What follows belongs to an exercise in optimizing a design on an open flow for a short achievable clock period and few clock cycles; a production flow would make more cautious choices.
The RTL was checked by simulation tests, not by an equivalence proof against the original design.
Power is estimated from default activity; no workload was simulated.

==> design/flow/design.v <==
module cpu(
    input clk,
    input nrst,
    output halt,
    output bit1_cp2,
    output bit2_cp3,
    output [2:0] io_address,
    output [7:0] dataout,
    input skip_flag,
    input clearacc,
    input [7:0] datain,
    output [11:0] address,
    output [11:0] write_data,
    output write_enable,
    output mem_load,
    input [11:0] read_data,
    input mem_ready
);
reg s_fetch;    
reg s_ptr;      
reg s_oprd;     
reg s_write;    
reg s_iotf;     
reg s_halt;
reg p_none;
reg p_and;
reg p_tad;
reg p_clr;      
reg [11:0] pc;
reg [11:0] ir;
reg [11:0] ac;
reg l;
reg [11:0] md_g, md_p;
reg sk;
reg [11:0] addr_r;
reg [11:0] wd_r;
reg w_ac;
reg we_r;
reg ml_r;
reg [2:0] io_r;
assign address = addr_o;
assign write_data = acd | wd_r;
assign write_enable = we_r;
assign mem_load = ml_r;
assign halt = s_halt;
assign io_address = io_r;
assign dataout = acw[7:0];
assign bit1_cp2 = ir[1];
assign bit2_cp3 = ir[2];
reg [11:0] inc_r, neg_r;
reg a1s_r, a0s_r;
always @(posedge clk) begin
    inc_r <= p_clr ? 12'd1 : ac + 12'd1;
    neg_r <= p_clr ? 12'd0 : 12'd0 - ac;
    a1s_r <= ~p_clr & (&ac);
    a0s_r <= p_clr | ~(|ac);
end
wire pend_ok = p_none | p_clr;
wire [12:0] s3;
opr1_value u_opr1_value(
    .ac(ac), .l(l), .cla(ir[7]), .cll(ir[6]), .cma(ir[5]), .cml(ir[4]), .iac(ir[0]),
    .inc_r(inc_r), .neg_r(neg_r), .a1s_r(a1s_r), .a0s_r(a0s_r), .s3(s3));
reg q_none, q_rar, q_rtr, q_ral, q_rtl, q_bsw;
reg qs_none, qs_rar, qs_rtr, qs_ral, qs_rtl, qs_bsw;
reg g1w;
wire [12:0] tad_sum;
tad_add u_tad_add(.g(md_g), .p(md_p), .l(l), .sum(tad_sum));
wire [12:0] lac_v;
acc_next u_acc_next(
    .l(l), .ac(ac), .md_g(md_g), .tad_sum(tad_sum), .s3(s3),
    .q_none(q_none), .q_rar(q_rar), .q_rtr(q_rtr), .q_ral(q_ral), .q_rtl(q_rtl), .q_bsw(q_bsw),
    .p_none(p_none), .p_and(p_and), .p_tad(p_tad), .p_clr(p_clr), .iotc(s_iotf),
    .datain(datain), .clearacc(clearacc), .nrst(nrst), .lac_v(lac_v), .lac_w(lac_w));
wire [11:0] lac_w;
reg [11:0] acw;
always @(posedge clk)
    acw <= lac_w;
wire [11:0] ac_v = lac_v[11:0];
wire [11:0] pc1 = pc + 12'd1;
wire [11:0] a1 = addr_r + 12'd1;
reg t_sma, t_sza, t_snl, t_inv;
reg t_iot;
reg zf;
wire zf_d;
zero_next u_zero_next(
    .ac(ac), .md_g(md_g), .md_p(md_p), .s3(s3),
    .q_none(q_none), .q_rar(q_rar), .q_rtr(q_rtr), .q_ral(q_ral), .q_rtl(q_rtl), .q_bsw(q_bsw),
    .p_none(p_none), .p_and(p_and), .p_tad(p_tad), .p_clr(p_clr), .iotc(s_iotf),
    .datain(datain), .clearacc(clearacc), .nrst(nrst), .zf_d(zf_d));
always @(posedge clk)
    zf <= zf_d;
wire g2skip;
skip_test u_skip_test(
    .ac11(ac[11]), .zf(zf), .l(l), .t_sma(t_sma), .t_sza(t_sza), .t_snl(t_snl), .t_inv(t_inv),
    .g2skip(g2skip));
reg fetchc;
wire [11:0] I = read_data;
wire [2:0] op = I[11:9];
wire [11:0] ea = {I[7] ? addr_r[11:7] : 5'b00000, I[6:0]};
always @(posedge clk)
    {l, ac} <= lac_v;
wire [11:0] ir_d;
take_pick #(.W(12), .R(12'd0)) u_ir_pick(
    .fetchc(fetchc), .mem_ready(mem_ready), .t_iot(t_iot), .skip_flag(skip_flag),
    .g2skip(g2skip), .g1w(g1w), .nrst(nrst), .a(I), .b(ir), .y(ir_d));
always @(posedge clk)
    ir <= ir_d;
always @(posedge clk)
    if (s_oprd) begin
        md_g <= ac & read_data;
        md_p <= ac ^ read_data;
        sk <= &read_data;
    end
wire [11:0] wd_d;
wd_next u_wd_next(
    .rd(read_data), .a1(a1), .pc1(pc1), .ir11(ir[11]),
    .fetchc(fetchc), .s_ptr(s_ptr), .s_oprd(s_oprd), .wd_r(wd_r), .wd_d(wd_d));
always @(posedge clk)
    wd_r <= wd_d;
always @(posedge clk) begin
    if (!nrst)
        pc <= 12'd0;
    else if (fetchc)
        pc <= addr_r;
end
wire [11:0] wsrc = ir[11] ? a1 : (ir[10:9] == 2'b10 && sk) ? pc + 12'd2 : pc1;
wire [11:0] addr_d;
addr_next u_addr_next(
    .rd(read_data), .mem_ready(mem_ready),
    .t_iot(t_iot), .skip_flag(skip_flag), .g2skip(g2skip), .g1w(g1w),
    .fetchc(fetchc), .s_ptr(s_ptr), .s_oprd_on(s_oprd & ~ir[10]), .s_write(s_write),
    .addr_r(addr_r), .a1(a1), .pc1(pc1), .wsrc(wsrc), .nrst(nrst), .addr_d(addr_d));
wire [11:0] addr_dc;
addr_next u_addr_copy(
    .rd(read_data), .mem_ready(mem_ready),
    .t_iot(t_iot), .skip_flag(skip_flag), .g2skip(g2skip), .g1w(g1w),
    .fetchc(fetchc), .s_ptr(s_ptr), .s_oprd_on(s_oprd & ~ir[10]), .s_write(s_write),
    .addr_r(addr_r), .a1(a1), .pc1(pc1), .wsrc(wsrc), .nrst(nrst), .addr_d(addr_dc));
reg [11:0] addr_o;
always @(posedge clk) begin
    addr_r <= addr_d;
    addr_o <= addr_dc;
end
localparam CW = 35;
localparam [CW-1:0] C_RESET = {6'b100000, 4'b1000, 6'd0, 5'd0, 3'b001, 3'd0, 7'd0, 1'b1};
wire [CW-1:0] d_take;
ctl_decode #(.CW(CW)) u_ctl_decode(.I(I), .pend_ok(pend_ok), .d_take(d_take));
reg [CW-1:0] d_else;
always @* begin : dec_else
    reg f, pt, po, w, h, a_, t_, cl, dca;
    f = 1'b0; pt = 1'b0; po = 1'b0; w = 1'b0; h = 1'b0;
    a_ = 1'b0; t_ = 1'b0; cl = 1'b0; dca = 1'b0;
    if (fetchc)
        f = 1'b1;                
    else if (s_ptr) begin
        if (!mem_ready)
            pt = 1'b1;
        else case (ir[11:9])
        3'd3: begin
            w = 1'b1;
            dca = 1'b1;
        end
        3'd4: w = 1'b1;
        3'd5: f = 1'b1;
        default: po = 1'b1;
        endcase
    end else if (s_oprd) begin
        if (!mem_ready)
            po = 1'b1;
        else if (ir[10])
            w = 1'b1;            
        else begin
            f = 1'b1;
            t_ = ir[9];
            a_ = ~ir[9];
        end
    end else if (s_write) begin
        w = ~mem_ready;
        dca = ~mem_ready & w_ac;
        cl = mem_ready & w_ac;
        f = mem_ready;
    end else
        h = 1'b1;
    d_else = {f, pt, po, w, 1'b0, h,
              ~(a_ | t_ | cl | g1w), a_, t_, cl,
              {6{g1w}} & {qs_none, qs_rar, qs_rtr, qs_ral, qs_rtl, qs_bsw},
              5'd0,
              w, dca, ~h, 3'd0,
              7'd0, f};
end
wire [CW-1:0] c_d;
take_pick #(.W(CW), .R(C_RESET)) u_c_pick(
    .fetchc(fetchc), .mem_ready(mem_ready), .t_iot(t_iot), .skip_flag(skip_flag),
    .g2skip(g2skip), .g1w(g1w), .nrst(nrst), .a(d_take), .b(d_else), .y(c_d));
reg [11:0] acd;
always @(posedge clk)
    acd <= {12{c_d[12]}} & lac_w;    
always @(posedge clk)
    {s_fetch, s_ptr, s_oprd, s_write, s_iotf, s_halt,
     p_none, p_and, p_tad, p_clr,
     q_none, q_rar, q_rtr, q_ral, q_rtl, q_bsw,
     t_sma, t_sza, t_snl, t_inv, t_iot,
     we_r, w_ac, ml_r, io_r,
     qs_none, qs_rar, qs_rtr, qs_ral, qs_rtl, qs_bsw, g1w, fetchc} <= c_d;
endmodule
module skip_test(
    input ac11,
    input zf,
    input l,
    input t_sma, t_sza, t_snl, t_inv,
    output g2skip
);
    assign g2skip = ((t_sma & ac11) | (t_sza & zf) | (t_snl & l)) ^ t_inv;
endmodule
module acc_next(
    input l,
    input [11:0] ac,
    input [11:0] md_g,
    input [12:0] tad_sum,
    input [12:0] s3,
    input q_none, q_rar, q_rtr, q_ral, q_rtl, q_bsw,
    input p_none, p_and, p_tad, p_clr, iotc,
    input [7:0] datain,
    input clearacc,
    input nrst,
    output [12:0] lac_v,
    output [11:0] lac_w
);
    wire [11:0] keep = {12{p_none}} | {12{iotc & ~clearacc}};
    wire lkeep = p_none | p_and | p_clr | iotc;
    wire [12:0] v;
    assign lac_v = {13{nrst}} & v;
    assign lac_w = v[11:0];
    assign v =     {lkeep & l, keep & ac}
                 | {1'b0, {12{p_and}} & md_g}
                 | ({13{p_tad}} & tad_sum)
                 | {5'd0, {8{iotc}} & datain}
                 | ({13{q_none}} & s3)
                 | ({13{q_rar}} & {s3[0], s3[12:1]})
                 | ({13{q_rtr}} & {s3[1:0], s3[12:2]})
                 | ({13{q_ral}} & {s3[11:0], s3[12]})
                 | ({13{q_rtl}} & {s3[10:0], s3[12:11]})
                 | ({13{q_bsw}} & {s3[12], s3[5:0], s3[11:6]});
endmodule
module opr1_value(
    input [11:0] ac,
    input l,
    input cla, cll, cma, cml, iac,
    input [11:0] inc_r,
    input [11:0] neg_r,
    input a1s_r, a0s_r,
    output [12:0] s3
);
    wire cout = iac & ((~cla & ~cma & a1s_r) | (~cla & cma & a0s_r) | (cla & cma));
    assign s3[11:0] = cla ? ((cma & ~iac) ? 12'o7777 : {11'd0, ~cma & iac})
                          : (iac ? (cma ? neg_r : inc_r) : (ac ^ {12{cma}}));
    assign s3[12] = ((l & ~cll) ^ cml) ^ cout;
endmodule
module addr_next(
    input [11:0] rd,
    input mem_ready,
    input t_iot, skip_flag, g2skip, g1w,
    input fetchc, s_ptr, s_oprd_on, s_write,
    input [11:0] addr_r,
    input [11:0] a1,
    input [11:0] pc1,
    input [11:0] wsrc,
    input nrst,
    output reg [11:0] addr_d
);
    wire [11:0] ea = {rd[7] ? addr_r[11:7] : 5'b00000, rd[6:0]};
    wire squash = (t_iot & skip_flag) | g2skip;
    always @* begin
        addr_d = addr_r;
        if (fetchc) begin
            if (squash)
                addr_d = a1;
            else if (mem_ready & ~g1w)
                addr_d = (rd[11] & rd[10]) ? a1 : ea;
        end else if (s_ptr) begin
            if (mem_ready)
                addr_d = rd;
        end else if (s_oprd_on) begin
            if (mem_ready)
                addr_d = pc1;
        end else if (s_write) begin
            if (mem_ready)
                addr_d = wsrc;
        end
        if (!nrst)
            addr_d = 12'd0;
    end
endmodule
module take_pick #(
    parameter W = 1,
    parameter [W-1:0] R = 0
) (
    input fetchc, mem_ready, t_iot, skip_flag, g2skip, g1w, nrst,
    input [W-1:0] a,
    input [W-1:0] b,
    output [W-1:0] y
);
    wire take = fetchc & mem_ready & ~(t_iot & skip_flag) & ~g2skip & ~g1w;
    assign y = !nrst ? R : (take ? a : b);
endmodule
module tad_add(
    input [11:0] g,
    input [11:0] p,
    input l,
    output [12:0] sum
);
    wire [11:0] g1, p1, g2, p2, g4, p4, g8;
    genvar i;
    generate
        for (i = 0; i < 12; i = i + 1) begin : k1
            if (i >= 1) begin : a
                assign g1[i] = g[i] | (p[i] & g[i-1]);
                assign p1[i] = p[i] & p[i-1];
            end else begin : b
                assign g1[i] = g[i];
                assign p1[i] = p[i];
            end
        end
        for (i = 0; i < 12; i = i + 1) begin : k2
            if (i >= 2) begin : a
                assign g2[i] = g1[i] | (p1[i] & g1[i-2]);
                assign p2[i] = p1[i] & p1[i-2];
            end else begin : b
                assign g2[i] = g1[i];
                assign p2[i] = p1[i];
            end
        end
        for (i = 0; i < 12; i = i + 1) begin : k4
            if (i >= 4) begin : a
                assign g4[i] = g2[i] | (p2[i] & g2[i-4]);
                assign p4[i] = p2[i] & p2[i-4];
            end else begin : b
                assign g4[i] = g2[i];
                assign p4[i] = p2[i];
            end
        end
        for (i = 0; i < 12; i = i + 1) begin : k8
            if (i >= 8) begin : a
                assign g8[i] = g4[i] | (p4[i] & g4[i-8]);
            end else begin : b
                assign g8[i] = g4[i];
            end
        end
    endgenerate
    assign sum = {l ^ g8[11], p ^ {g8[10:0], 1'b0}};
endmodule
module ctl_decode #(parameter CW = 35) (
    input [11:0] I,
    input pend_ok,
    output reg [CW-1:0] d_take
);
wire [2:0] op = I[11:9];
always @* begin : dec_take
    reg f, pt, po, w, io, h, a_, t_, g1, cl, g2, dca, slow;
    reg [5:0] rot;
    f = 1'b0; pt = 1'b0; po = 1'b0; w = 1'b0; io = 1'b0; h = 1'b0;
    a_ = 1'b0; t_ = 1'b0; g1 = 1'b0; cl = 1'b0; g2 = 1'b0; dca = 1'b0;
    case (op)
    3'd0, 3'd1, 3'd2: begin
        pt = I[8];
        po = ~I[8];
    end
    3'd3: begin
        pt = I[8];
        w = ~I[8];
        dca = ~I[8];
    end
    3'd4: begin
        pt = I[8];
        w = ~I[8];
    end
    3'd5: begin
        pt = I[8];
        f = ~I[8];
    end
    3'd6: begin
        io = (I[8:6] != 3'd0);
        f = (I[8:6] == 3'd0);
    end
    default: begin
        if (!I[8]) begin
            f = 1'b1;
            g1 = 1'b1;
        end else if (!I[0]) begin
            g2 = 1'b1;
            cl = I[7];
            h = I[1];
            f = ~I[1];
        end else
            f = 1'b1;
    end
    endcase
    rot = {(I[3:1] == 3'b000) | (I[3:1] == 3'b110) | (I[3:1] == 3'b111),
           I[3:1] == 3'b100, I[3:1] == 3'b101,
           I[3:1] == 3'b010, I[3:1] == 3'b011, I[3:1] == 3'b001};
    slow = g1 & I[0] & ~pend_ok;
    d_take = {f, pt, po, w, io, h,
              ~((g1 & ~slow) | cl | io), 1'b0, 1'b0, cl,
              {6{g1 & ~slow}} & rot,
              g2 & I[6], g2 & I[5], g2 & I[4], g2 & I[3], io & I[0],
              w, dca, ~h, (op == 3'd6) ? I[8:6] : 3'd0,
              {6{slow}} & rot, slow, f | io};
end
endmodule
module wd_next(
    input [11:0] rd,
    input [11:0] a1,
    input [11:0] pc1,
    input ir11,
    input fetchc, s_ptr, s_oprd,
    input [11:0] wd_r,
    output [11:0] wd_d
);
    wire [11:0] inc;
    inc12 u_inc12(.x(rd), .y(inc));
    assign wd_d = fetchc ? (rd[11] ? a1 : 12'd0)
                : s_ptr ? (ir11 ? pc1 : 12'd0)
                : s_oprd ? inc
                : wd_r;
endmodule
module inc12(
    input [11:0] x,
    output [11:0] y
);
    assign y = x + 12'd1;
endmodule
module zero_next(
    input [11:0] ac,
    input [11:0] md_g,
    input [11:0] md_p,
    input [12:0] s3,
    input q_none, q_rar, q_rtr, q_ral, q_rtl, q_bsw,
    input p_none, p_and, p_tad, p_clr, iotc,
    input [7:0] datain,
    input clearacc,
    input nrst,
    output zf_d
);
    wire z_ac = ~(|ac);
    wire z_and = ~(|md_g);
    wire [11:0] o = md_g | md_p;
    wire z_tad = &(md_p ~^ {o[10:0], 1'b0});
    wire z_iot = ~(|datain) & (clearacc | z_ac);
    wire z_g1 = ((q_none | q_bsw) & ~(|s3[11:0]))
              | (q_rar & ~(|s3[12:1]))
              | (q_rtr & ~(|{s3[12:2], s3[0]}))
              | (q_ral & ~(|{s3[12], s3[10:0]}))
              | (q_rtl & ~(|{s3[12:11], s3[9:0]}));
    assign zf_d = ~nrst | (p_none & z_ac) | p_clr | (p_and & z_and) | (p_tad & z_tad)
                | (iotc & z_iot) | z_g1;
endmodule
==> design/flow/flow/run.sh <==
#!/bin/bash
# Layout: the standard synthesis and layout, with two resizer settings
# changed: ports get a plain buf_6 instead of the smallest buffer (a slow
# delay cell in this library), and the resizer may swap cells across
# footprints (the platform's default ties each cell to its own footprint).
set -euo pipefail
bash standard.sh synth > synth.log 2>&1
bash standard.sh MATCH_CELL_FOOTPRINT=0 "BUFFER_PORTS_ARGS=-buffer_cell sky130_fd_sc_hd__buf_6" finish > layout.log 2>&1
==> design/flow/standard.sh <==
#!/bin/bash
# synth_recipe.tcl (not shown) runs the flow's synth.tcl, then flattens the netlist and writes it again
# the make line also repeats each setting of config.mk as NAME=value (left out here)
make -C /OpenROAD-flow-scripts/flow DESIGN_CONFIG=/design/flow/config.mk WORK_HOME=/design/flow/orfs CLKGATE_MAP_FILE= SYNTH_SCRIPT=/design/flow/synth_recipe.tcl "${@:-finish}"
==> design/flow/config.mk <==
export PLATFORM = sky130hd
export DESIGN_NAME = cpu
export DESIGN_NICKNAME = cpu
export VERILOG_FILES = /design/flow/design.v
export SDC_FILE = /design/flow/constraint.sdc
export NUM_CORES = 4
export LEC_CHECK = 0
export CAP_MARGIN = 20
export CORE_MARGIN = 2
export CORE_UTILIZATION = 40
export SETUP_SLACK_MARGIN = 4.0
export SLEW_MARGIN = 20
export SYNTH_HIERARCHICAL = 1
export SYNTH_MINIMUM_KEEP_SIZE = 0
export TNS_END_PERCENT = 100
==> design/flow/constraint.sdc <==
create_clock -name core_clock -period 6.5 [get_ports {clk}]
set_input_delay 1.3000 -clock core_clock [delete_from_list [all_inputs] [get_ports {clk}]]
set_output_delay 1.3000 -clock core_clock [all_outputs]
set_load 0.01 [all_outputs]
==> results by group, run 1 <==
Run status
  – Status: complete, no violations

Final layout
  – Syn-to-layout area delta: 14.8%
  – Antenna fix cells: 0
  – Share of cells above drive strength 1: 18.3%
  – Final nets: 1437
  – Cell area after layout: 13700 sq um
  – # fillers: 2860

Logic synthesis
  – Yosys warns: 9
  – Post-synthesis cell area: 11900 sq um
  – Avg Cell Area, Syn: 8.72 sq um
  – Cells after Synth: 1367

Setup path
  – Slowest cell delay on critical path: 0.70 ns
  – Critical Path RT: 6.88 ns
  – Worst setup SP type: flip-flop
  – R2R Setup Slk: 4.01 ns
  – Critical-path top delay cell: dfxtp_1
  – Critical-path cell list: o21ai_0 > a221o_2 > nor4_2 > nand2_1 > a2111oi_4 > nor4_1 > o21ai_1
  – Critical R2R Launch: ac[5]$_DFF_P_
  – Setup crit end kind: flip-flop
  – Setup CP Type: reg -> reg
  – Crit Path Max Fanout: 12
  – Critical Path Source: ac[5]$_DFF_P_
  – Data arrival time of the worst path: 2.87 ns

Die
  – Boundary pin count: 65
  – Die area: 31200 sq um
  – Core ar.: 29500 sq um
  – Die Height: 177 microns
  – Std-Cell Rows: 63
  – Initial Util: 40.4%
  – Die X: 177 microns

Timing
  – Unrepaired setup endpoints after global routing: yes
  – Setup TNS: 0 ns
  – Final hold vios: 0
  – Finish-stage setup viols: 0
  – Tightest Pin Transition: 1.16 ns
  – Worst relative slew slack: 22.0%
  – Worst hold slack: 0.487 ns
  – Max Slew Vio Count: 0
  – Period utilisation layout: 38.3%
  – Setup WS post-layout: 4.01 ns
  – Clock skew: 0.0107 ns
  – Maximum clock frequency: 402 MHz
  – Fin crit period: 2.49 ns

GRT
  – Remaining Overflow, GRT: 0
  – Overall Global Routing Usage: 23.8%
  – Largest net degree at the start of global routing: 111
  – First-pass GRT wire length: 58200 microns
  – Initial antenna violation count: 0
  – Vias in the first global route: 10.1k

Routing
  – Via Count: 10.7k
  – Final wirelength: 37600 microns
  – Avg WL per Cell: 20.9 microns
  – Iter 0 DRT Violations: 1330
  – Via density: 5.95
  – DRT antenna net count: 0
  – Pre-antenna DRT Iters: 9
  – Residual DRC count: 0

Placed design
  – Pre-CTS setup slack: 3.21 ns
  – DP Area: 12600 sq um
  – RD Place Congestion: 0.908
  – PortBufs: 64
  – Dpl hpwl: 25100 microns

Power and ir drop
  – Leak pwr: 0.00505 uW
  – Maximum vdd drop: 0.214 mV
  – Cell Pwr Density: 237 nW/um^2

Clock network
  – Total CTS buffers: 17
  – Clock sink count: 176
  – CTS tree: yes
  – Root buffer cell: clkbuf_16
  – Insertion delay to the later sink of the worst-skew pair: 0.44 ns
  – H-tree level count: 4
  – Clk pin slew, worst setup/hold paths: 0.08 ns
  – Clk buf depth: 2

Worst hold path
  – Min-delay src: ir[1]$_DFF_P_
  – Hold Path Class: reg -> reg

Run
  – Total of max-cap violations: 0
what timing repair did:
| action | in CTS | in global routing |
|---|---|---|
| resized for setup | 46 | 43 |
| hold buffers | 0 | 0 |
| endpoints found under the hold margin | 0 | 0 |
| buffers inserted | 9 | 9 |
| pin swaps | 8 | 12 |
| setup endpoints to repair | 99 | 71 |
| gates cloned | 0 | 1 |
registers in the layout, summed over array words and instances, names as in the netlist, 3 cells and up:
signal,flops
acw,8
md_p,12
pc,12
acd,12
addr_r,12
md_g,12
io_r,3
ir,10
inc_r,12
wd_r,12
ac,12
addr_o,12
neg_r,11
critical path, delay by kind of cell (launching register included):
| kind | cells | cell delay [ns] |
|---|---|---|
| AOI/OAI and AO/OA | 4 | 1.13 |
| DFF | 1 | 0.70 |
| and+or+nand+nor | 3 | 0.58 |
where the power goes:
part           switching [uW]  leakage, uW  total, uW  internal (uW)
logic                     462      0.00328        845            383
registers                 138      0.00148       1360           1220
clock network             512     0.000283       1030            521
routing by layer:
metal  up-vias  wire length, microns  track usage (%)  share of wire, %
li1       5039                     -                -                 -
met1      5080                 16100             31.3                43
met2       483                 17200             37.8                46
met3        87                  2800             5.48               7.5
met4         0                  1390             9.19               3.7
met5         -                     0                0                 0
final cells by class:
type | instances | area, sq um | share of cell area, %
well taps | 390 | 488 | 3.57
multi-input cells | 1065 | 7580 | 55.4
flip-flops and latches | 176 | 3820 | 28.0
clock inverters | 14 | 136 | 0.997
repair buffers | 92 | 1060 | 7.75
inverters | 40 | 150 | 1.10
clock buffers | 18 | 439 | 3.21
final timing paths:
| path | end | cells after the start |
|---|---|---|
| worst min-delay path | ir[1]$_DFF_P_ | 2 |
| worst max-delay path | zf$_DFF_P_ | 7 |
| worst min register to register | ir[1]$_DFF_P_ | 2 |
| worst max register to register | zf$_DFF_P_ | 7 |
per-stage QoR:
stage	power (uW)	util [%]	cells
after floorplan	1880	-	1383
after global placement	2130	42.8	1744
after detailed placement	2140	42.8	1744
after CTS	3200	45.6	1785
after global routing	3370	46.4	1795
final	3240	46.4	1795
cells in the final DEF (no fill, tap or decap), types with 24 or more instances in the layout:
cell type	instances
dfxtp_1	124
o22ai_1	26
xor2_1	30
edfxtp_1	25
and2_1	39
a22o_1	24
mux2i_1	128
nor3_1	43
nand3_1	44
buf_6	63
xnor2_1	34
o21ai_0	26
nor2b_1	31
a22oi_1	42
inv_1	37
nor2_1	65
nand2_1	186
Testbench counts, summed over its fixed seeds: cycles 137,261.
==> run 2, diff against run 1 <==
--- a/design/flow/design.v
+++ b/design/flow/design.v
@@ -39,7 +39,7 @@
 reg ml_r;
 reg [2:0] io_r;
 assign address = addr_o;
-assign write_data = acd | wd_r;
+assign write_data = wdo;
 assign write_enable = we_r;
 assign mem_load = ml_r;
 assign halt = s_halt;
@@ -66,11 +66,18 @@
 wire [12:0] tad_sum;
 tad_add u_tad_add(.g(md_g), .p(md_p), .l(l), .sum(tad_sum));
 wire [12:0] lac_v;
+wire [11:0] wd_d;      
+wire w_ac_n;           
+wire [11:0] wdo_d;
 acc_next u_acc_next(
     .l(l), .ac(ac), .md_g(md_g), .tad_sum(tad_sum), .s3(s3),
     .q_none(q_none), .q_rar(q_rar), .q_rtr(q_rtr), .q_ral(q_ral), .q_rtl(q_rtl), .q_bsw(q_bsw),
     .p_none(p_none), .p_and(p_and), .p_tad(p_tad), .p_clr(p_clr), .iotc(s_iotf),
-    .datain(datain), .clearacc(clearacc), .nrst(nrst), .lac_v(lac_v), .lac_w(lac_w));
+    .datain(datain), .clearacc(clearacc), .nrst(nrst),
+    .sel_dca(w_ac_n), .wd_d(wd_d), .lac_v(lac_v), .lac_w(lac_w), .wdo_d(wdo_d));
+reg [11:0] wdo;
+always @(posedge clk)
+    wdo <= wdo_d;
 wire [11:0] lac_w;
 reg [11:0] acw;
 always @(posedge clk)
@@ -93,7 +100,7 @@
 skip_test u_skip_test(
     .ac11(ac[11]), .zf(zf), .l(l), .t_sma(t_sma), .t_sza(t_sza), .t_snl(t_snl), .t_inv(t_inv),
     .g2skip(g2skip));
-reg fetchc;
+wire fetchc = s_fetch | s_iotf;
 wire [11:0] I = read_data;
 wire [2:0] op = I[11:9];
 wire [11:0] ea = {I[7] ? addr_r[11:7] : 5'b00000, I[6:0]};
@@ -111,7 +118,6 @@
         md_p <= ac ^ read_data;
         sk <= &read_data;
     end
-wire [11:0] wd_d;
 wd_next u_wd_next(
     .rd(read_data), .a1(a1), .pc1(pc1), .ir11(ir[11]),
     .fetchc(fetchc), .s_ptr(s_ptr), .s_oprd(s_oprd), .wd_r(wd_r), .wd_d(wd_d));
@@ -141,8 +147,8 @@
     addr_r <= addr_d;
     addr_o <= addr_dc;
 end
-localparam CW = 35;
-localparam [CW-1:0] C_RESET = {6'b100000, 4'b1000, 6'd0, 5'd0, 3'b001, 3'd0, 7'd0, 1'b1};
+localparam CW = 34;
+localparam [CW-1:0] C_RESET = {6'b100000, 4'b1000, 6'd0, 5'd0, 3'b001, 3'd0, 7'd0};
 wire [CW-1:0] d_take;
 ctl_decode #(.CW(CW)) u_ctl_decode(.I(I), .pend_ok(pend_ok), .d_take(d_take));
 reg [CW-1:0] d_else;
@@ -186,22 +192,22 @@
               {6{g1w}} & {qs_none, qs_rar, qs_rtr, qs_ral, qs_rtl, qs_bsw},
               5'd0,
               w, dca, ~h, 3'd0,
-              7'd0, f};
+              7'd0};
 end
 wire [CW-1:0] c_d;
 take_pick #(.W(CW), .R(C_RESET)) u_c_pick(
     .fetchc(fetchc), .mem_ready(mem_ready), .t_iot(t_iot), .skip_flag(skip_flag),
     .g2skip(g2skip), .g1w(g1w), .nrst(nrst), .a(d_take), .b(d_else), .y(c_d));
-reg [11:0] acd;
-always @(posedge clk)
-    acd <= {12{c_d[12]}} & lac_w;    
+take_pick #(.W(1), .R(1'b0)) u_wac_pick(
+    .fetchc(fetchc), .mem_ready(mem_ready), .t_iot(t_iot), .skip_flag(skip_flag),
+    .g2skip(g2skip), .g1w(g1w), .nrst(nrst), .a(d_take[11]), .b(d_else[11]), .y(w_ac_n));
 always @(posedge clk)
     {s_fetch, s_ptr, s_oprd, s_write, s_iotf, s_halt,
      p_none, p_and, p_tad, p_clr,
      q_none, q_rar, q_rtr, q_ral, q_rtl, q_bsw,
      t_sma, t_sza, t_snl, t_inv, t_iot,
      we_r, w_ac, ml_r, io_r,
-     qs_none, qs_rar, qs_rtr, qs_ral, qs_rtl, qs_bsw, g1w, fetchc} <= c_d;
+     qs_none, qs_rar, qs_rtr, qs_ral, qs_rtl, qs_bsw, g1w} <= c_d;
 endmodule
 module skip_test(
     input ac11,
@@ -224,13 +230,17 @@
     input clearacc,
     input nrst,
     output [12:0] lac_v,
-    output [11:0] lac_w
+    input sel_dca,
+    input [11:0] wd_d,
+    output [11:0] lac_w,
+    output [11:0] wdo_d
 );
     wire [11:0] keep = {12{p_none}} | {12{iotc & ~clearacc}};
     wire lkeep = p_none | p_and | p_clr | iotc;
     wire [12:0] v;
     assign lac_v = {13{nrst}} & v;
     assign lac_w = v[11:0];
+    assign wdo_d = sel_dca ? v[11:0] : wd_d;
     assign v =     {lkeep & l, keep & ac}
                  | {1'b0, {12{p_and}} & md_g}
                  | ({13{p_tad}} & tad_sum)
@@ -349,7 +359,7 @@
     endgenerate
     assign sum = {l ^ g8[11], p ^ {g8[10:0], 1'b0}};
 endmodule
-module ctl_decode #(parameter CW = 35) (
+module ctl_decode #(parameter CW = 34) (
     input [11:0] I,
     input pend_ok,
     output reg [CW-1:0] d_take
@@ -404,7 +414,7 @@
               {6{g1 & ~slow}} & rot,
               g2 & I[6], g2 & I[5], g2 & I[4], g2 & I[3], io & I[0],
               w, dca, ~h, (op == 3'd6) ? I[8:6] : 3'd0,
-              {6{slow}} & rot, slow, f | io};
+              {6{slow}} & rot, slow};
 end
 endmodule
 module wd_next(
--- a/design/flow/config.mk
+++ b/design/flow/config.mk
@@ -8,7 +8,7 @@
 export CAP_MARGIN = 20
 export CORE_MARGIN = 2
 export CORE_UTILIZATION = 40
-export SETUP_SLACK_MARGIN = 4.0
+export SETUP_SLACK_MARGIN = 4.4
 export SLEW_MARGIN = 20
 export SYNTH_HIERARCHICAL = 1
 export SYNTH_MINIMUM_KEEP_SIZE = 0
==> results by group, run 2 <==
Setup path
  – CP delay by family, top: compound AO/OA/AOI/OAI gates
  – Data arrival time of the worst path: 2.68 ns (-0.19 ns)
  – Slowest cell delay on critical path: 0.34 ns (-0.36 ns)
  – Crit Path Max Fanout: 12 (unchanged)
  – Setup CP Type: in -> reg
  – Worst setup SP type: input pin
  – Critical-path top delay cell: a2111oi_4
  – Setup crit end kind: flip-flop
  – Critical R2R Launch: md_g[0]$_DFFE_PP_
  – Critical Path Source: mem_ready
  – Worst path buffer plus inverter count: 3 (+3)
  – Critical-path cell list: buf_16 > nand2_2 > a2111oi_4 > buf_6 > mux2i_4 > buf_12 > nor2_1 > a41oi_1
  – Critical Path RT: 6.86 ns (-0.02 ns)

Clock network
  – Clk pin slew, worst setup/hold paths: 0.08 ns (about the same)
  – Insertion delay to the later sink of the worst-skew pair: 0.46 ns (+0.02 ns)
  – Root buffer cell: clkbuf_16
  – Clk buf depth: 2 (unchanged)
  – Total CTS buffers: 17 (unchanged)
  – Clock sink count: 176 (unchanged)
  – H-tree level count: 4 (unchanged)
  – CTS Hold Buffers Added: 0 (unchanged)
  – CTS tree: yes

Power and ir drop
  – Cell Pwr Density: 228 nW/um^2 (-3.4%)
  – Maximum vdd drop: 0.225 mV (+5.2%)
  – Leak pwr: 0.00565 uW (+12%)

Logic synthesis
  – Cells after Synth: 1379 (+0.88%)
  – Post-synthesis cell area: 12100 sq um (+1.6%)
  – Avg Cell Area, Syn: 8.78 sq um (+0.71%)
  – Yosys warns: 9 (unchanged)

Placed design
  – PortBufs: 64 (unchanged)
  – Dpl hpwl: 27400 microns (+8.8%)
  – RD Place Congestion: 0.966 (+6.4%)

Final layout
  – Core Util, Final: 52.4% (+6.0 points)
  – Most frequent cells in the layout: 195 x nand2_1, 112 x mux2i_1, 83 x dfxtp_1
  – Share of cells above drive strength 1: 32.5% (+14 points)
  – # fillers: 2706 (-5.4%)
  – Antenna fix cells: 0 (unchanged)
  – Most common cell after layout, fill and taps aside: nand2_1
  – Final nets: 1533 (+6.7%)
  – Syn-to-layout area delta: 28.6%

Routing
  – Final wirelength: 44100 microns (+17%)
  – Iter 0 DRT Violations: 1409 (+5.9%)
  – Pre-antenna DRT Iters: 7 (-2)
  – Via density: 6.15 (+3.3%)
  – Avg WL per Cell: 23.3 microns (+11%)
  – Residual DRC count: 0 (unchanged)
  – DRT antenna net count: 0 (unchanged)
  – Via Count: 11.6k (+8.8%)

Die
  – Initial Util: 40.7% (+0.32 points)
  – Die X: 178 microns (+0.78%)
  – Std-Cell Rows: 63 (unchanged)
  – Boundary pin count: 65 (unchanged)
  – Die Height: 178 microns (+0.78%)
  – Core ar.: 29700 sq um (+0.80%)
  – Die area: 31700 sq um (+1.6%)

Timing
  – Worst relative slew slack: 37.0% (+15 points)
  – Setup TNS: 0 ns (unchanged)
  – Fin crit period: 2.32 ns (-0.171 ns)
  – Max Slew Vio Count: 0 (unchanged)
  – Tightest Pin Transition: 0.944 ns (-0.219 ns)
  – Period utilisation layout: 35.7% (-2.6 points)
  – Finish-stage setup viols: 0 (unchanged)
  – Final hold vios: 0 (unchanged)
  – Unrepaired setup endpoints after global routing: yes
  – Maximum clock frequency: 431 MHz (+7.4%)
  – Clock skew: 0.0153 ns (+0.00459 ns)
  – Worst hold slack: 0.473 ns (-0.0139 ns)

GRT
  – Vias in the first global route: 10.8k (+7.3%)
  – Initial antenna violation count: 0 (unchanged)
  – Remaining Overflow, GRT: 0 (unchanged)
  – First-pass GRT wire length: 66600 microns (+15%)
  – Largest net degree at the start of global routing: 109 (-1.8%)
  – Overall Global Routing Usage: 27.7% (+3.9 points)

Run
  – Total of max-cap violations: 0 (unchanged)

Run status
  – Status: complete, no violations

Worst hold path
  – Hold Path Class: reg -> reg
  – Min-delay src: ir[6]$_DFF_P_
run 2: changes by cell type in the layout (fill, tap and decap cells not counted), sizes merged, moves of 12 or more:
cell / delta
a21boi: +13
nor2b: -12
a41oi: +12
a22oi: -17
nand2: +18
or2: -14
and2: -12
buf: +75
run 2: layer usage:
layer  GRT usage, %  share of wire (%)  vias up
met1           35.1                 42     5607
met5              0                  0        -
met4           14.3                4.8        0
met3           5.33                6.9      141
li1               -                  -     5313
met2           44.8                 46      573
run 2: path summary, 6_finish.rpt:
check / slack, ns / cells past startpoint / to
max: 4.18 / 8 / wdo[3]$_DFF_P_
min: 0.47 / 2 / ir[6]$_DFF_P_
max reg2reg: 4.23 / 7 / l$_DFF_P_
min reg2reg: 0.47 / 2 / ir[6]$_DFF_P_
run 2: timing repair:
action	CTS	global route
pin swaps	51	48
cloned	9	4
setup buffers	62	27
endpoints found under the setup margin	166	141
gates resized for setup	221	68
run 2: worst register-to-register path, cell delays in order, from the launching register on:
cell	delay (ns)
edfxtp_1	0.48
ha_2	0.22
o211ai_1	0.23
a21oi_2	0.13
o21ai_1	0.13
or4b_4	0.50
a222oi_1	0.28
a41oi_1	0.16
run 2: area by class of cell:
class                   count  area [sq um]  area share (%)
multi-input cells        1076          8350            53.6
flip-flops and latches    176          3900            25.1
repair buffers            174          2010            12.9
clock buffers              20           489            3.14
well taps                 390           488            3.13
inverters                  43           173            1.11
clock inverters            12           154           0.989
run 2: per-stage QoR:
step,area [sq um],worst slack (ns),instances,power [uW]
finish,15600,4.18,1891,3560
global placement,12900,3.07,1757,2150
floorplan,12300,4.00,1395,1890
global route,15600,4.06,1891,3680
CTS,15000,4.18,1860,3460
detailed placement,12900,3.00,1757,2160
run 2: report_power, final:
part | switching, uW | internal, uW
Sequential | 127 | 1230
Clock | 540 | 607
Combinational | 559 | 497
Total | 1230 | 2330
Testbench counts of run 2, summed over its fixed seeds: cycles 137,261.
==> run 3, diff against run 2 <==
--- a/design/flow/config.mk
+++ b/design/flow/config.mk
@@ -8,7 +8,7 @@
 export CAP_MARGIN = 20
 export CORE_MARGIN = 2
 export CORE_UTILIZATION = 40
-export SETUP_SLACK_MARGIN = 4.4
+export SETUP_SLACK_MARGIN = 4.8
 export SLEW_MARGIN = 20
 export SYNTH_HIERARCHICAL = 1
 export SYNTH_MINIMUM_KEEP_SIZE = 0
==> results by group, run 3 <==
Worst hold path
  – Hold Path Class: reg -> reg

Die
  – Die Height: 178 microns (unchanged)
  – Std-Cell Rows: 63 (unchanged)
  – Die area: 31700 sq um (unchanged)
  – Boundary pin count: 65 (unchanged)
  – Initial Util: 40.7% (unchanged)
  – Die X: 178 microns (unchanged)
  – Core ar.: 29700 sq um (unchanged)

Final layout
  – Most frequent cells in the layout: 201 x nand2_1, 116 x mux2i_1, 82 x dfxtp_1
  – Antenna fix cells: 0 (unchanged)
  – Final nets: 1556 (+1.5%)
  – Share of cells above drive strength 1: 34.8% (+2.3 points)
  – Most common cell after layout, fill and taps aside: nand2_1
  – Syn-to-layout area delta: 33.5%
  – Core Util, Final: 54.4% (+2.0 points)

Placed design
  – RD Place Congestion: 0.940 (-2.7%)
  – Dpl hpwl: 26200 microns (-4.4%)
  – PortBufs: 64 (unchanged)

GRT
  – GR Layer Usage met3: 4.97% (-0.36 points)
  – First-pass GRT wire length: 66000 microns (-0.95%)
  – Overall Global Routing Usage: 27.1% (-0.61 points)
  – Largest net degree at the start of global routing: 73 (-33%)
  – GRT met1 Usage: 37.1% (+1.9 points)
  – Initial antenna violation count: 0 (unchanged)
  – Met2 Usage GRT: 42.6% (-2.2 points)
  – Vias in the first global route: 11.0k (+1.5%)
  – Remaining Overflow, GRT: 0 (unchanged)
  – Global route hottest layer: met2

Clock network
  – H-tree level count: 4 (unchanged)
  – Total CTS buffers: 17 (unchanged)
  – Clock sink count: 176 (unchanged)
  – Clk pin slew, worst setup/hold paths: 0.07 ns (about the same)
  – Clk buf depth: 2 (unchanged)
  – Insertion delay to the later sink of the worst-skew pair: 0.44 ns (-0.02 ns)
  – Root buffer cell: clkbuf_16
  – CTS tree: yes

Routing
  – DRT antenna net count: 0 (unchanged)
  – Iter 0 DRT Violations: 1277 (-9.4%)
  – Residual DRC count: 0 (unchanged)
  – Via Count: 11.5k (-0.88%)
  – Avg WL per Cell: 22.6 microns (-3.2%)
  – Final wirelength: 43200 microns (-2.1%)
  – Pre-antenna DRT Iters: 6 (-1)
  – Via density: 6.03 (-2.1%)

Setup path
  – Worst setup SP type: flip-flop
  – Data arrival time of the worst path: 2.71 ns (+0.03 ns)
  – Setup crit end kind: flip-flop
  – Crit Path Max Fanout: 16 (+4)
  – Critical Path RT: 6.77 ns (-0.09 ns)
  – Setup CP Type: reg -> reg

Power and ir drop
  – Share of power burned in registers: 38.2% (about the same)
  – Switch Pwr: 1220 uW (-0.63%)
  – Maximum vdd drop: 0.170 mV (-24%)
  – Leak pwr: 0.00585 uW (+3.6%)
  – Internal Power: 2270 uW (-2.4%)
  – Gate power share: 32.2% (+2.5 points)
  – Cell Pwr Density: 216 nW/um^2 (-5.4%)
  – Switching power share of the total: 34.9% (+0.41 points)
  – Total power: 3490 uW (-1.8%)
  – Clock share of power: 29.5% (-2.7 points)

Timing
  – Worst relative slew slack: 37.2% (+0.19 points)
  – Finish-stage setup viols: 0 (unchanged)
  – Maximum clock frequency: 410 MHz (-4.9%)
  – Fin crit period: 2.44 ns (+0.120 ns)
  – Unrepaired setup endpoints after global routing: yes
  – Max Slew Vio Count: 0 (unchanged)
  – Period utilisation layout: 37.5% (+1.9 points)
  – Tightest Pin Transition: 0.941 ns (-0.00286 ns)
  – Setup TNS: 0 ns (unchanged)
  – Clock skew: 0.0135 ns (-0.00178 ns)
  – Final hold vios: 0 (unchanged)

Logic synthesis
  – Yosys warns: 9 (unchanged)
  – Post-synthesis cell area: 12100 sq um (unchanged)
  – Cells after Synth: 1379 (unchanged)
  – Avg Cell Area, Syn: 8.78 sq um (unchanged)

Run
  – Total of max-cap violations: 0 (unchanged)

Run status
  – Status: complete, no violations
-- run 3: changes by cell type in the layout (fill, tap and decap cells not counted), moves of 5 or more --
cell	delta
dfxtp_2	+5
nand3_4	+5
buf_16	+5
nand2_2	-7
a41oi_2	+5
buf_6	+9
ha_4	+10
nor2_4	+7
nand2_1	+6
nor2_1	-6
a41oi_1	-5
ha_1	-12
-- run 3: critical path: stages (launching register included) --
cell	delay [ns]
dfxtp_2	0.36
buf_8	0.17
nor3b_1	0.20
o21ai_1	0.14
xnor2_2	0.52
o22ai_1	0.16
nor3b_2	0.17
nor4_1	0.34
o21ai_1	0.22
-- run 3: power groups by stage --
stage,clock [uW],sequential (uW),combinational [uW]
floorplan,0,1330,576
global placement,0,1360,794
detailed placement,0,1360,806
CTS,1050,1330,1060
global route,1090,1350,1190
finish,1030,1340,1120
-- run 3: what timing repair did --
item | in CTS | in global routing
setup endpoints to repair | 177 | 177
hold buffers | 0 | 0
resized for setup | 283 | 48
gates cloned | 13 | 2
buffers inserted | 84 | 22
pin swaps | 71 | 38
-- run 3: area by class of cell --
| class | instances | area (sq um) |
|---|---|---|
| tap | 390 | 488 |
| clock buffer | 18 | 429 |
| sequential | 176 | 3890 |
| multi-input combinational | 1076 | 8610 |
| clock inverter | 14 | 145 |
| inverter | 43 | 176 |
| timing repair buffer | 197 | 2420 |
| fill | 2612 | 13600 |
-- run 3: worst paths after layout --
path / from / endpoint / slack (ns) / cells after the start
max: ir[5]$_DFF_P_ / zf$_DFF_P_ / 4.06 / 8
min: ir[6]$_DFF_P_ / ir[6]$_DFF_P_ / 0.48 / 2
max reg2reg: ir[5]$_DFF_P_ / zf$_DFF_P_ / 4.06 / 8
min reg2reg: ir[6]$_DFF_P_ / ir[6]$_DFF_P_ / 0.48 / 2
-- run 3: routing by layer --
layer	wire length, microns	vias to the layer above	share of wire, %
li1	-	5356	-
met5	0	-	0
met1	19100	5576	44
met4	1420	0	3.3
met3	3370	88	7.8
met2	19300	512	45
-- run 3: metrics by stage --
step                      std cells  hold WS, ns  setup slack [ns]  area (sq um)
after CTS                      1890        0.467              4.12         15700
after global routing           1914        0.495              4.02         16200
after floorplan                1395        0.439              4.00         12500
after detailed placement       1761        0.453              2.98         13100
after global placement         1761        0.452              3.05         13100
final                          1914        0.477              4.06         16200
==> run 4, diff against run 3 <==
--- a/design/flow/design.v
+++ b/design/flow/design.v
@@ -198,9 +198,9 @@
 take_pick #(.W(CW), .R(C_RESET)) u_c_pick(
     .fetchc(fetchc), .mem_ready(mem_ready), .t_iot(t_iot), .skip_flag(skip_flag),
     .g2skip(g2skip), .g1w(g1w), .nrst(nrst), .a(d_take), .b(d_else), .y(c_d));
-take_pick #(.W(1), .R(1'b0)) u_wac_pick(
-    .fetchc(fetchc), .mem_ready(mem_ready), .t_iot(t_iot), .skip_flag(skip_flag),
-    .g2skip(g2skip), .g1w(g1w), .nrst(nrst), .a(d_take[11]), .b(d_else[11]), .y(w_ac_n));
+assign w_ac_n = fetchc ? (read_data[11:8] == 4'b0110)
+              : s_ptr ? (ir[11:9] == 3'd3)
+              : w_ac;
 always @(posedge clk)
     {s_fetch, s_ptr, s_oprd, s_write, s_iotf, s_halt,
      p_none, p_and, p_tad, p_clr,
--- a/design/flow/config.mk
+++ b/design/flow/config.mk
@@ -8,7 +8,7 @@
 export CAP_MARGIN = 20
 export CORE_MARGIN = 2
 export CORE_UTILIZATION = 40
-export SETUP_SLACK_MARGIN = 4.8
+export SETUP_SLACK_MARGIN = 4.4
 export SLEW_MARGIN = 20
 export SYNTH_HIERARCHICAL = 1
 export SYNTH_MINIMUM_KEEP_SIZE = 0
==> results by group, run 4 <==
Run status
  – Status: complete, no violations

Setup path
  – Worst setup SP type: flip-flop
  – Setup crit end kind: flip-flop
  – Setup CP Type: reg -> reg
  – Critical Path RT: 6.85 ns (+0.08 ns)
  – Data arrival time of the worst path: 2.72 ns (about the same)
  – Crit Path Max Fanout: 8 (-8)
  – Slowest cell delay on critical path: 0.46 ns (-0.06 ns)
  – Critical-path top delay cell: dfxtp_4
  – Critical-path cell list: inv_4 > ha_4 > buf_6 > a221o_2 > nor4_4 > nand2_1 > a2111oi_4 > nor4_2 > o21ai_2

Final layout
  – # fillers: 2631 (+0.73%)
  – Syn-to-layout area delta: 30.4%
  – Share of cells above drive strength 1: 34.2% (-0.68 points)
  – Most common cell after layout, fill and taps aside: nand2_1
  – Antenna fix cells: 0 (unchanged)
  – Final nets: 1554 (-0.13%)
  – Most frequent cells in the layout: 201 x nand2_1, 111 x mux2i_1, 91 x buf_4

Die
  – Core ar.: 29800 sq um (+0.27%)
  – Boundary pin count: 65 (unchanged)
  – Std-Cell Rows: 63 (unchanged)
  – Die Height: 178 microns (+0.14%)
  – Die area: 31800 sq um (+0.28%)
  – Die X: 178 microns (+0.14%)
  – Initial Util: 40.8% (about the same)

Clock network
  – Clk buf depth: 2 (unchanged)
  – CTS tree: yes
  – Root buffer cell: clkbuf_16
  – Clock sink count: 176 (unchanged)
  – Clk pin slew, worst setup/hold paths: 0.07 ns (about the same)
  – Insertion delay to the later sink of the worst-skew pair: 0.45 ns (about the same)
  – H-tree level count: 4 (unchanged)
  – Total CTS buffers: 17 (unchanged)

Power and ir drop
  – Leak pwr: 0.00578 uW (-1.3%)
  – Share of power burned in registers: 37.7% (-0.5 points)
  – Maximum vdd drop: 0.210 mV (+23%)
  – Cell Pwr Density: 229 nW/um^2 (+6.0%)
  – Switching power share of the total: 34.0% (-0.84 points)
  – Switch Pwr: 1230 uW (+1.4%)
  – Clock share of power: 30.9% (+1.4 points)
  – Gate power share: 31.3% (-0.9 points)
  – Internal Power: 2390 uW (+5.2%)

Placed design
  – PortBufs: 64 (unchanged)
  – Dpl hpwl: 27000 microns (+3.4%)
  – Pre-CTS setup slack: 2.87 ns (-0.112 ns)
  – RD Place Congestion: 0.910 (-3.2%)

Routing
  – Avg WL per Cell: 23.6 microns (+4.5%)
  – Iter 0 DRT Violations: 1521 (+19%)
  – Final wirelength: 45100 microns (+4.4%)
  – Via Count: 11.9k (+2.9%)
  – Residual DRC count: 0 (unchanged)
  – Pre-antenna DRT Iters: 6 (unchanged)
  – Via density: 6.21 (+3.1%)
  – DRT antenna net count: 0 (unchanged)

Logic synthesis
  – Avg Cell Area, Syn: 8.80 sq um (+0.21%)
  – Yosys warns: 9 (unchanged)
  – Post-synthesis cell area: 12100 sq um (+0.28%)
  – Cells after Synth: 1380 (+0.073%)

GRT
  – Largest net degree at the start of global routing: 107 (+47%)
  – Remaining Overflow, GRT: 0 (unchanged)
  – Overall Global Routing Usage: 28.2% (+1.1 points)
  – Vias in the first global route: 11.0k (-0.20%)
  – Initial antenna violation count: 1 (+1)
  – First-pass GRT wire length: 67500 microns (+2.3%)

Timing
  – Setup TNS: 0 ns (unchanged)
  – Clock skew: 0.0132 ns (-0.000357 ns)
  – Final hold vios: 0 (unchanged)
  – Tightest Pin Transition: 0.985 ns (+0.0437 ns)
  – Worst relative slew slack: 34.2% (-3.0 points)
  – Unrepaired setup endpoints after global routing: yes
  – Max Slew Vio Count: 0 (unchanged)
  – Period utilisation layout: 36.4% (-1.1 points)
  – Maximum clock frequency: 422 MHz (+3.0%)
  – Finish-stage setup viols: 0 (unchanged)
  – Fin crit period: 2.37 ns (-0.0706 ns)
  – Setup WS post-layout: 4.13 ns (+0.0706 ns)

Worst hold path
  – Hold Path Class: reg -> reg

Run
  – Total of max-cap violations: 0 (unchanged)
-- run 4: critical path, delay by kind of cell, from the launching register on --
family                     cells  cell delay, ns
AOI/OAI and AO/OA              3            0.94
and+or+nand+nor                3            0.47
DFF                            1            0.46
buffers and inverters          2            0.20
adders and majority gates      1            0.20
-- run 4: timing repair --
item / in CTS / in global routing
pin swaps: 63 / 38
endpoints found under the setup margin: 166 / 142
setup buffers: 91 / 17
resized for setup: 231 / 65
endpoints found under the hold margin: 0 / 0
hold buffers: 0 / 0
cloned: 12 / 2
-- run 4: path summary, 6_finish.rpt --
check | startpoint | endpoint | slack, ns | cells past startpoint
min reg2reg | ir[1]$_DFF_P_ | ir[1]$_DFF_P_ | 0.47 | 2
max | ir[0]$_DFF_P_ | zf$_DFF_P_ | 4.13 | 9
min | ir[1]$_DFF_P_ | ir[1]$_DFF_P_ | 0.47 | 2
max reg2reg | ir[0]$_DFF_P_ | zf$_DFF_P_ | 4.13 | 9
-- run 4: power groups by stage --
stage          Sequential (uW)  Clock (uW)  Combinational (uW)
2_1_floorplan             1330           0                 579
3_3_place_gp              1390           0                 789
3_5_place_dp              1390           0                 799
4_1_cts                   1360        1130                1040
5_1_grt                   1380        1180                1200
6_report                  1370        1120                1140
-- run 4: per-stage QoR --
| stage | area, sq um | total power (uW) | cells | hold slack [ns] | util (%) |
|---|---|---|---|---|---|
| after floorplan | 12400 | 1910 | 1396 | 0.435 | - |
| after detailed placement | 12900 | 2190 | 1758 | 0.461 | 43.4 |
| after CTS | 15300 | 3530 | 1893 | 0.472 | 51.5 |
| final | 15800 | 3630 | 1912 | 0.474 | 53.1 |
| after global routing | 15800 | 3750 | 1912 | 0.492 | 53.1 |
| after global placement | 12900 | 2180 | 1758 | 0.449 | 43.4 |
-- run 4: cell type report --
cell class | count | area [sq um] | area share, %
tap | 390 | 488 | 3.08
clock inverter | 14 | 191 | 1.21
sequential | 176 | 3920 | 24.7
clock buffer | 18 | 429 | 2.71
inverter | 43 | 174 | 1.10
timing repair buffer | 193 | 2200 | 13.9
multi-input combinational | 1078 | 8440 | 53.3
-- run 4: routing by layer --
layer | vias up | GRT usage (%) | wire, microns
met4 | 2 | 11.9 | 2050
met2 | 671 | 44.0 | 20000
li1 | 5344 | - | -
met5 | - | 0.160 | 16
met3 | 147 | 5.99 | 4460
met1 | 5708 | 37.7 | 18600
Testbench counts of run 4, summed over its fixed seeds: cycles 137,261.
==> run 5, diff against run 4 <==
--- a/design/flow/design.v
+++ b/design/flow/design.v
@@ -31,6 +31,7 @@
 reg [11:0] ac;
 reg l;
 reg [11:0] md_g, md_p;
+reg [11:0] md_g2, md_p2;
 reg sk;
 reg [11:0] addr_r;
 reg [11:0] wd_r;
@@ -64,7 +65,9 @@
 reg qs_none, qs_rar, qs_rtr, qs_ral, qs_rtl, qs_bsw;
 reg g1w;
 wire [12:0] tad_sum;
-tad_add u_tad_add(.g(md_g), .p(md_p), .l(l), .sum(tad_sum));
+wire [11:0] tp_g2, tp_p2;
+tad_pre u_tad_pre(.a(ac), .b(read_data), .g2(tp_g2), .p2(tp_p2));
+tad_add u_tad_add(.g2(md_g2), .p2(md_p2), .p(md_p), .l(l), .sum(tad_sum));
 wire [12:0] lac_v;
 wire [11:0] wd_d;      
 wire w_ac_n;           
@@ -112,12 +115,15 @@
     .g2skip(g2skip), .g1w(g1w), .nrst(nrst), .a(I), .b(ir), .y(ir_d));
 always @(posedge clk)
     ir <= ir_d;
+always @(posedge clk) begin
+    md_g <= ac & read_data;
+    md_p <= ac ^ read_data;
+    md_g2 <= tp_g2;
+    md_p2 <= tp_p2;
+end
 always @(posedge clk)
-    if (s_oprd) begin
-        md_g <= ac & read_data;
-        md_p <= ac ^ read_data;
+    if (s_oprd)
         sk <= &read_data;
-    end
 wd_next u_wd_next(
     .rd(read_data), .a1(a1), .pc1(pc1), .ir11(ir[11]),
     .fetchc(fetchc), .s_ptr(s_ptr), .s_oprd(s_oprd), .wd_r(wd_r), .wd_d(wd_d));
@@ -313,46 +319,60 @@
     wire take = fetchc & mem_ready & ~(t_iot & skip_flag) & ~g2skip & ~g1w;
     assign y = !nrst ? R : (take ? a : b);
 endmodule
-module tad_add(
-    input [11:0] g,
-    input [11:0] p,
-    input l,
-    output [12:0] sum
+module tad_pre(
+    input [11:0] a,
+    input [11:0] b,
+    output [11:0] g2,
+    output [11:0] p2
 );
-    wire [11:0] g1, p1, g2, p2, g4, p4, g8;
+    wire [11:0] g = a & b;
+    wire [11:0] p = a ^ b;
+    wire [11:0] g1, p1;
     genvar i;
     generate
         for (i = 0; i < 12; i = i + 1) begin : k1
-            if (i >= 1) begin : a
+            if (i >= 1) begin : a1
                 assign g1[i] = g[i] | (p[i] & g[i-1]);
                 assign p1[i] = p[i] & p[i-1];
-            end else begin : b
+            end else begin : b1
                 assign g1[i] = g[i];
                 assign p1[i] = p[i];
             end
         end
         for (i = 0; i < 12; i = i + 1) begin : k2
-            if (i >= 2) begin : a
+            if (i >= 2) begin : a2
                 assign g2[i] = g1[i] | (p1[i] & g1[i-2]);
                 assign p2[i] = p1[i] & p1[i-2];
-            end else begin : b
+            end else begin : b2
                 assign g2[i] = g1[i];
                 assign p2[i] = p1[i];
             end
         end
+    endgenerate
+endmodule
+module tad_add(
+    input [11:0] g2,
+    input [11:0] p2,
+    input [11:0] p,
+    input l,
+    output [12:0] sum
+);
+    wire [11:0] g4, p4, g8;
+    genvar i;
+    generate
         for (i = 0; i < 12; i = i + 1) begin : k4
-            if (i >= 4) begin : a
+            if (i >= 4) begin : a4
                 assign g4[i] = g2[i] | (p2[i] & g2[i-4]);
                 assign p4[i] = p2[i] & p2[i-4];
-            end else begin : b
+            end else begin : b4
                 assign g4[i] = g2[i];
                 assign p4[i] = p2[i];
             end
         end
         for (i = 0; i < 12; i = i + 1) begin : k8
-            if (i >= 8) begin : a
+            if (i >= 8) begin : a8
                 assign g8[i] = g4[i] | (p4[i] & g4[i-8]);
-            end else begin : b
+            end else begin : b8
                 assign g8[i] = g4[i];
             end
         end
==> results by group, run 5 <==
Run status
  – Status: complete, no violations

Routing
  – Routed wl met3: 3760 microns (-16%)
  – Iter 0 DRT Violations: 1267 (-17%)
  – Pre-antenna DRT Iters: 6 (unchanged)
  – Residual DRC count: 0 (unchanged)
  – Metal-1 WL: 18000 microns (-3.2%)
  – Via Count: 11.6k (-2.2%)
  – Highest metal layer with signal wires: met4
  – Wire length on met2: 20400 microns (+2.0%)
  – Final wirelength: 43900 microns (-2.5%)
  – Avg WL per Cell: 22.9 microns (-2.7%)
  – DRT antenna net count: 0 (unchanged)
  – Via density: 6.06 (-2.4%)

Power and ir drop
  – Clock share of power: 29.5% (-1.4 points)
  – Total power: 3760 uW (+3.6%)
  – Gate power share: 30.8% (-0.5 points)
  – Share of power burned in registers: 39.7% (+2.0 points)
  – Switch Pwr: 1340 uW (+8.6%)
  – Maximum vdd drop: 0.196 mV (-6.6%)
  – Leak pwr: 0.00592 uW (+2.5%)
  – Switching power share of the total: 35.7% (+1.7 points)
  – Cell Pwr Density: 241 nW/um^2 (+5.2%)
  – Internal Power: 2420 uW (+1.0%)

Worst hold path
  – Hold Path Class: reg -> reg
  – Min-delay src: ir[6]$_DFF_P_

Die
  – Boundary pin count: 65 (unchanged)
  – Die X: 179 microns (+0.41%)
  – Die area: 32000 sq um (+0.82%)
  – Initial Util: 40.3% (-0.40 points)
  – Die Height: 179 microns (+0.41%)
  – Std-Cell Rows: 64 (+1.6%)
  – Core ar.: 30300 sq um (+1.9%)

Clock network
  – Clk pin slew, worst setup/hold paths: 0.08 ns (about the same)
  – Total CTS buffers: 17 (unchanged)
  – Clock sink count: 196 (+11%)
  – H-tree level count: 4 (unchanged)
  – Insertion delay to the later sink of the worst-skew pair: 0.45 ns (about the same)
  – Clk buf depth: 2 (unchanged)
  – CTS tree: yes
  – CTS Hold Buffers Added: 0 (unchanged)
  – Root buffer cell: clkbuf_16

Final layout
  – Syn-to-layout area delta: 27.3%
  – Share of cells above drive strength 1: 31.0% (-3.2 points)
  – Most frequent cells in the layout: 204 x nand2_1, 122 x dfxtp_1, 115 x mux2i_1
  – Most common cell after layout, fill and taps aside: nand2_1
  – Antenna fix cells: 0 (unchanged)
  – Final nets: 1562 (+0.51%)

Timing
  – Worst relative slew slack: 24.3% (-9.9 points)
  – Period utilisation layout: 36.9% (+0.41 points)
  – Final hold vios: 0 (unchanged)
  – Finish-stage setup viols: 0 (unchanged)
  – Maximum clock frequency: 417 MHz (-1.1%)
  – Tightest Pin Transition: 1.13 ns (+0.148 ns)
  – Fin crit period: 2.40 ns (+0.0270 ns)
  – Unrepaired setup endpoints after global routing: yes
  – Setup TNS: 0 ns (unchanged)
  – Max Slew Vio Count: 0 (unchanged)
  – Clock skew: 0.0169 ns (+0.00373 ns)

Setup path
  – Slowest cell delay on critical path: 0.40 ns (-0.06 ns)
  – Setup CP Type: reg -> reg
  – Setup crit end kind: flip-flop
  – CP delay by family, top: simple AND/OR/NAND/NOR gates
  – Critical R2R Launch: ir[7]$_DFF_P_
  – Critical-path cell list: buf_6 > nor2b_4 > a221o_2 > and2b_4 > o21ai_2 > a2111oi_4 > nor4_2 > o21ai_2
  – Data arrival time of the worst path: 2.71 ns (about the same)
  – Critical Path RT: 6.81 ns (-0.04 ns)
  – Worst setup SP type: flip-flop
  – Critical-path top delay cell: a221o_2
  – Critical Path Source: ir[7]$_DFF_P_
  – Most used cell, CP: o21ai_2
  – Worst path buffer plus inverter count: 1 (-1)
  – Crit Path Max Fanout: 28 (+20)

GRT
  – First-pass GRT wire length: 66500 microns (-1.5%)
  – Remaining Overflow, GRT: 0 (unchanged)
  – Overall Global Routing Usage: 27.4% (-0.78 points)
  – Vias in the first global route: 11.0k (+0.36%)
  – Largest net degree at the start of global routing: 107 (unchanged)
  – Initial antenna violation count: 0 (-1)

Run
  – Total of max-cap violations: 0 (unchanged)

Placed design
  – PortBufs: 64 (unchanged)
  – Dpl hpwl: 26800 microns (-0.84%)
  – RD Place Congestion: 0.901 (-0.92%)

Logic synthesis
  – Avg Cell Area, Syn: 8.79 sq um (about the same)
  – Yosys warns: 9 (unchanged)
  – Post-synthesis cell area: 12200 sq um (+0.84%)
  – Cells after Synth: 1393 (+0.94%)
[run 5: cell type report]
class / instances / area (sq um)
Clock buffer: 17 / 425
Clock inverter: 15 / 176
Fill cell: 2779 / 14800
Inverter: 43 / 174
Multi-Input combinational cell: 1071 / 8270
Sequential cell: 196 / 4060
Tap cell: 396 / 495
Timing Repair Buffer: 176 / 1980
Timing Repair inverter: 1 / 5.00
[run 5: per-layer routing]
metal	global-route usage, %	vias up
met5	0	-
met4	11.7	0
met3	6.06	129
met2	44.9	622
met1	34.7	5548
li1	-	5312
[run 5: power by group through the flow]
stage                     clock, uW  combinational [uW]  sequential [uW]
final                          1110                1160             1490
after global routing           1170                1230             1510
after CTS                      1120                1080             1490
after detailed placement          0                 875             1510
after global placement            0                 869             1510
after floorplan                   0                 625             1470
[run 5: per-stage QoR]
step,hold WS (ns),worst slack (ns),area [sq um],util (%),cells
floorplan,0.439,4.08,12500,-,1409
global placement,0.454,3.06,13100,43.1,1784
detailed placement,0.464,3.19,13100,43.1,1784
CTS,0.476,4.18,15200,50.0,1898
global route,0.503,4.14,15600,51.4,1915
finish,0.473,4.10,15600,51.4,1915
[run 5: path summary, 6_finish.rpt]
path | to | slack [ns] | depth (start not counted)
min | ir[6]$_DFF_P_ | 0.47 | 2
max reg2reg | zf$_DFF_P_ | 4.10 | 8
min reg2reg | ir[6]$_DFF_P_ | 0.47 | 2
max | zf$_DFF_P_ | 4.10 | 8
[run 5: timing repair]
| action | in CTS | in global routing |
|---|---|---|
| resized for setup | 213 | 63 |
| endpoints found under the setup margin | 154 | 144 |
| pin swaps | 45 | 28 |
| gates cloned | 10 | 1 |
| buffers inserted | 72 | 16 |
[run 5: worst reg2reg max path, delay by kind of cell (launching register included)]
family	cells	cell delay, ns
AO/OA/AOI/OAI	4	0.80
AND/OR/NAND/NOR	3	0.97
flip-flops	1	0.32
buffers and inverters	1	0.18
Testbench counts of run 5, summed over its fixed seeds: cycles 137,261.

## what the ideal ports hide
The results above use ideal ports. As a check the final layouts listed here were re-extracted and re-timed, cells and wires unchanged. Step 1 sets driving cells, clkbuf_16 on the clock port and buf_2 on the other inputs (assumed; they add their load-dependent delay and slew). Step 2, shift: input delay + t, output delay - t, t = (earliest + latest rising clock arrival at the registers) / 2. This alone moves slack from input paths to output paths. Three values: ideal ports, drivers, drivers and shift; two values: the first two.
| run | t, ns | setup WS [ns] | hold slack, ns | worst setup path at the end | latest minus earliest clock arrival (ns) |
|---|---|---|---|---|---|
| run 1 | 0.487 | 4.010 / 3.988 / 3.564 | 0.487 / 0.487 / 0.487 | input to register | 0.011 / 0.011 |
| run 2 | 0.509 | 4.181 / 4.006 / 3.497 | 0.473 / 0.473 / 0.473 | input to register | 0.018 / 0.018 |
| run 3 | 0.479 | 4.060 / 3.912 / 3.433 | 0.477 / 0.477 / 0.477 | input to register | 0.014 / 0.014 |
| run 4 | 0.496 | 4.131 / 4.131 / 3.656 | 0.474 / 0.474 / 0.474 | input to register | 0.014 / 0.013 |
| run 5 | 0.493 | 4.104 / 4.104 / 3.647 | 0.473 / 0.473 / 0.473 | input to register | 0.018 / 0.017 |
After both steps setup and hold are still met in every run listed. The setup slack of run 2, which loses most, moves by -0.175 ns with the drivers and by -0.684 ns with both steps.
